What follows belongs to an exercise in optimizing a design on an open flow for small area, a short achievable clock period and few clock cycles per item; a production flow would make more cautious choices.
Power and IR drop assume default switching activity.

== v6 ==
==> flow/design.v <==
module Divider(CLK, CS, WE, SN, AD, DI, DO, DONE);
    input CLK;
    input CS;
    input WE;
    input SN;
    input AD;
    input [17:0] DI;
    output DONE;
    output [17:0] DO;
    reg [17:0] R;        
    reg [18:0] D;        
    reg [17:0] Q;        
    reg [4:0]  K;        
    reg [4:0]  L;        
    reg        busy;
    reg        first;
    reg        neg_quo;
    reg        neg_rem;
    function [4:0] lzc;
        input [17:0] x;
        integer i;
        begin
            lzc = 5'd18;
            for (i = 0; i < 18; i = i + 1)
                if (x[i]) lzc = 5'd17 - i;
        end
    endfunction
    wire        wr_n = CS & WE & ~AD;
    wire        wr_d = CS & WE & AD;
    wire        neg_in = SN & DI[17];
    wire        di_zero = (DI == 18'd0);
    wire        neg_q_in = neg_quo ^ neg_in;
    wire [17:0] por;
    genvar m;
    generate for (m = 0; m < 18; m = m + 1) begin : po
        if (m == 0) begin : z
            assign por[m] = 1'b0;
        end else begin : o
            assign por[m] = |DI[m-1:0];
        end
    end endgenerate
    wire [17:0] nmag = DI ^ ({18{~neg_in}} & por);
    wire [4:0]  lz_in = lzc(~nmag);              
    wire [4:0]  kk = K - L;
    wire        q_zero = first & (K < L);        
    wire        align = first & (K > L);
    wire        step = busy & ~first | first & (K == L);
    wire        pre = first & neg_quo;           
    wire [18:0] a = {neg_rem & R[17], R};
    wire [18:0] sg [0:5];
    wire [18:0] sp [0:5];
    assign sg[0] = a & D;
    assign sp[0] = a ^ D;
    genvar l, i;
    generate for (l = 0; l < 5; l = l + 1) begin : lv
        for (i = 0; i < 19; i = i + 1) begin : b
            if ((i >> l) & 1) begin : m
                localparam integer j = ((i >> l) << l) - 1;
                assign sg[l+1][i] = sg[l][i] | (sp[l][i] & sg[l][j]);
                assign sp[l+1][i] = sp[l][i] & sp[l][j];
            end else begin : t
                assign sg[l+1][i] = sg[l][i];
                assign sp[l+1][i] = sp[l][i];
            end
        end
    end endgenerate
    wire [17:0] cy = {sg[5][16:0] | (sp[5][16:0] & {17{neg_rem}}), neg_rem};
    wire [17:0] sum = sp[0][17:0] ^ cy;
    wire        sign0 = sp[0][18] ^ sg[5][17];   
    wire        c = sign0 ^ ~neg_rem;            
    assign DONE = ~busy | q_zero;
    assign DO = AD ? R : Q;
    wire [37:0] dsh = {D, {19{neg_rem}}} << kk;
    always @(posedge CLK) begin
        if (wr_n)
            R <= DI;
        else if ((step | pre) & c)
            R <= sum;
        if (wr_d)
            D <= {1'b1, nmag} ^ {19{neg_rem}};
        else if (align)
            D <= dsh[37:19];
        else
            D <= {D[18], D[18:1]};
        if (wr_d)
            Q <= {{17{di_zero & ~neg_q_in}}, di_zero};
        else if (step)
            Q <= pre ? {18{c}} : {Q[16:0], c ^ neg_quo};
        else if (align)
            Q <= {18{neg_quo}};
        if (wr_n)
            L <= di_zero ? 5'd18 : lz_in;
        if (wr_d)
            K <= lz_in;
        else if (first)
            K <= kk;
        else
            K <= K - 5'd1;
        if (wr_d) begin
            busy <= ~di_zero;
            first <= ~di_zero;
        end
        else begin
            if (q_zero | step & (first | (K == 5'd0))) busy <= 1'b0;
            first <= 1'b0;
        end
        if (wr_n) begin
            neg_quo <= neg_in;
            neg_rem <= neg_in;
        end
        else if (wr_d)
            neg_quo <= neg_q_in;
    end
endmodule
==> flow/config.mk <==
export PLATFORM = sky130hd
export DESIGN_NAME = Divider
export DESIGN_NICKNAME = Divider
export VERILOG_FILES = /design/flow/design.v
export SDC_FILE = /design/flow/constraint.sdc
export NUM_CORES = 4
export LEC_CHECK = 0
export ABC_CLOCK_PERIOD_IN_PS = 3500
export CAP_MARGIN = 20
export CORE_MARGIN = 2
export CORE_UTILIZATION = 60
export PLACE_DENSITY = 0.7
export SETUP_SLACK_MARGIN = 1.5
export SLEW_MARGIN = 20
==> flow/constraint.sdc <==
create_clock -name core_clock -period 5.0 [get_ports {CLK}]
set_input_delay 1.0000 -clock core_clock [delete_from_list [all_inputs] [get_ports {CLK}]]
set_output_delay 1.0000 -clock core_clock [all_outputs]
set_load 0.01 [all_outputs]
standard.sh (not shown) runs the stock make flow with config.mk's settings and CLKGATE_MAP_FILE= SYNTH_SCRIPT=/design/flow/synth_recipe.tcl, a recipe that flattens the netlist after the stock synthesis.
==> flow/flow/run.sh <==
#!/bin/bash
# The standard layout (the standard.sh, unchanged synthesis and steps),
# with the port buffers that buffer_ports inserts made plain buf_2 cells
# instead of the delay buffers it picks by default.
set -euo pipefail
export BUFFER_PORTS_ARGS="-buffer_cell sky130_fd_sc_hd__buf_2"
bash standard.sh > standard.log 2>&1
Input changes introduced in v7 (baseline for comparison: v6):
--- a/flow/design.v
+++ b/flow/design.v
@@ -11,6 +11,5 @@
     reg [18:0] D;        
     reg [17:0] Q;        
-    reg [4:0]  K;        
-    reg [4:0]  L;        
+    reg [5:0]  K;        
     reg        busy;
     reg        first;
@@ -42,8 +41,7 @@
     wire [17:0] nmag = DI ^ ({18{~neg_in}} & por);
     wire [4:0]  lz_in = lzc(~nmag);              
-    wire [4:0]  kk = K - L;
-    wire        q_zero = first & (K < L);        
-    wire        align = first & (K > L);
-    wire        step = busy & ~first | first & (K == L);
+    wire        q_zero = first & K[5];           
+    wire        align = first & ~K[5] & (K != 6'd0);
+    wire        step = busy & ~first | first & (K == 6'd0);
     wire        pre = first & neg_quo;           
     wire [18:0] a = {neg_rem & R[17], R};
@@ -70,6 +68,6 @@
     wire        c = sign0 ^ ~neg_rem;            
     assign DONE = ~busy | q_zero;
-    assign DO = AD ? R : Q;
-    wire [37:0] dsh = {D, {19{neg_rem}}} << kk;
+    assign DO = AD ? R : Q ^ {18{neg_quo}};
+    wire [37:0] dsh = {D, {19{neg_rem}}} << K[4:0];
     always @(posedge CLK) begin
         if (wr_n)
@@ -84,17 +82,15 @@
             D <= {D[18], D[18:1]};
         if (wr_d)
-            Q <= {{17{di_zero & ~neg_q_in}}, di_zero};
+            Q <= {{17{di_zero | neg_q_in}}, di_zero ^ neg_q_in};
         else if (step)
-            Q <= pre ? {18{c}} : {Q[16:0], c ^ neg_quo};
+            Q <= {Q[16:0] & ~{17{pre & c}}, c ^ pre};
         else if (align)
-            Q <= {18{neg_quo}};
+            Q <= 18'd0;
         if (wr_n)
-            L <= di_zero ? 5'd18 : lz_in;
-        if (wr_d)
-            K <= lz_in;
-        else if (first)
-            K <= kk;
-        else
-            K <= K - 5'd1;
+            K <= di_zero ? 6'd18 : {1'b0, lz_in};
+        else if (wr_d)
+            K <= {1'b0, lz_in} - K;
+        else if (busy)
+            K <= K - 6'd1;
         if (wr_d) begin
             busy <= ~di_zero;
@@ -102,5 +98,5 @@
         end
         else begin
-            if (q_zero | step & (first | (K == 5'd0))) busy <= 1'b0;
+            if (q_zero | step & (first | K[5])) busy <= 1'b0;
             first <= 1'b0;
         end
## What came out
In summary, v7 completed successfully, with a layout that passed the timing, DRC and antenna checks.
The final layout from v6, which completed every stage, passed the timing, DRC and antenna checks at the end of the flow.
Sort v7 and v6 by worst path setup slack after routing, descending, and v6 comes first.
Against v6 as the reference, v7 delivers a lower via count.
Against v6, v7 comes in 0.15 points lower on met2 track demand over resource.
v7 ended up with sky130_fd_sc_hd__or4_4 as its slowest stage cell on the critical path; v6 ended up with sky130_fd_sc_hd__edfxtp_1.
Compared with v6, v7 shows a higher minimum clock period.
For the final area, v7 came in 100 µm² higher than v6 did.
Going from v6 to v7, the first-pass GRT wire length was found to have gone down by about 6%.
Against v6 as the reference, v7 delivers a lower number of nets in the layout.
Compared with v6, v7 shows a clock group share of total power that is 2.3 points higher.
Function was not checked in any run of this note: the RTL went through the layout flow alone.

static timing again, ports no longer ideal:
The results above use ideal ports. As a check the final layouts listed here were re-extracted and re-timed, cells and wires unchanged. Step 1 (the two cells are an assumption about what drives the block):
set clk [get_ports {CLK}]
set_driving_cell -lib_cell sky130_fd_sc_hd__clkbuf_16 $clk
set_driving_cell -lib_cell sky130_fd_sc_hd__buf_2 [delete_from_list [all_inputs] $clk]
Step 2 also shifts input and output timing later by t, the mid clock arrival at the registers, as if the neighbouring blocks saw the same clock. a / b / c = no drivers / after step 1 / after step 2; a / b = the first two.
| run | shift t [ns] | slack for setup (ns) | worst register clock-pin slew, ns | cell pins on the clock port's net |
|---|---|---|---|---|
| v6 | 0.402 | 1.628 / 1.592 / 1.297 | 0.08 / 0.08 | 1 |
| v7 | 0.401 | 0.923 / 0.932 / 0.531 | 0.08 / 0.08 | 1 |
After both steps setup and hold are still met in every run listed. For v7, which loses most, drivers alone change the setup slack by +0.009 ns; drivers and shift together by -0.392 ns.
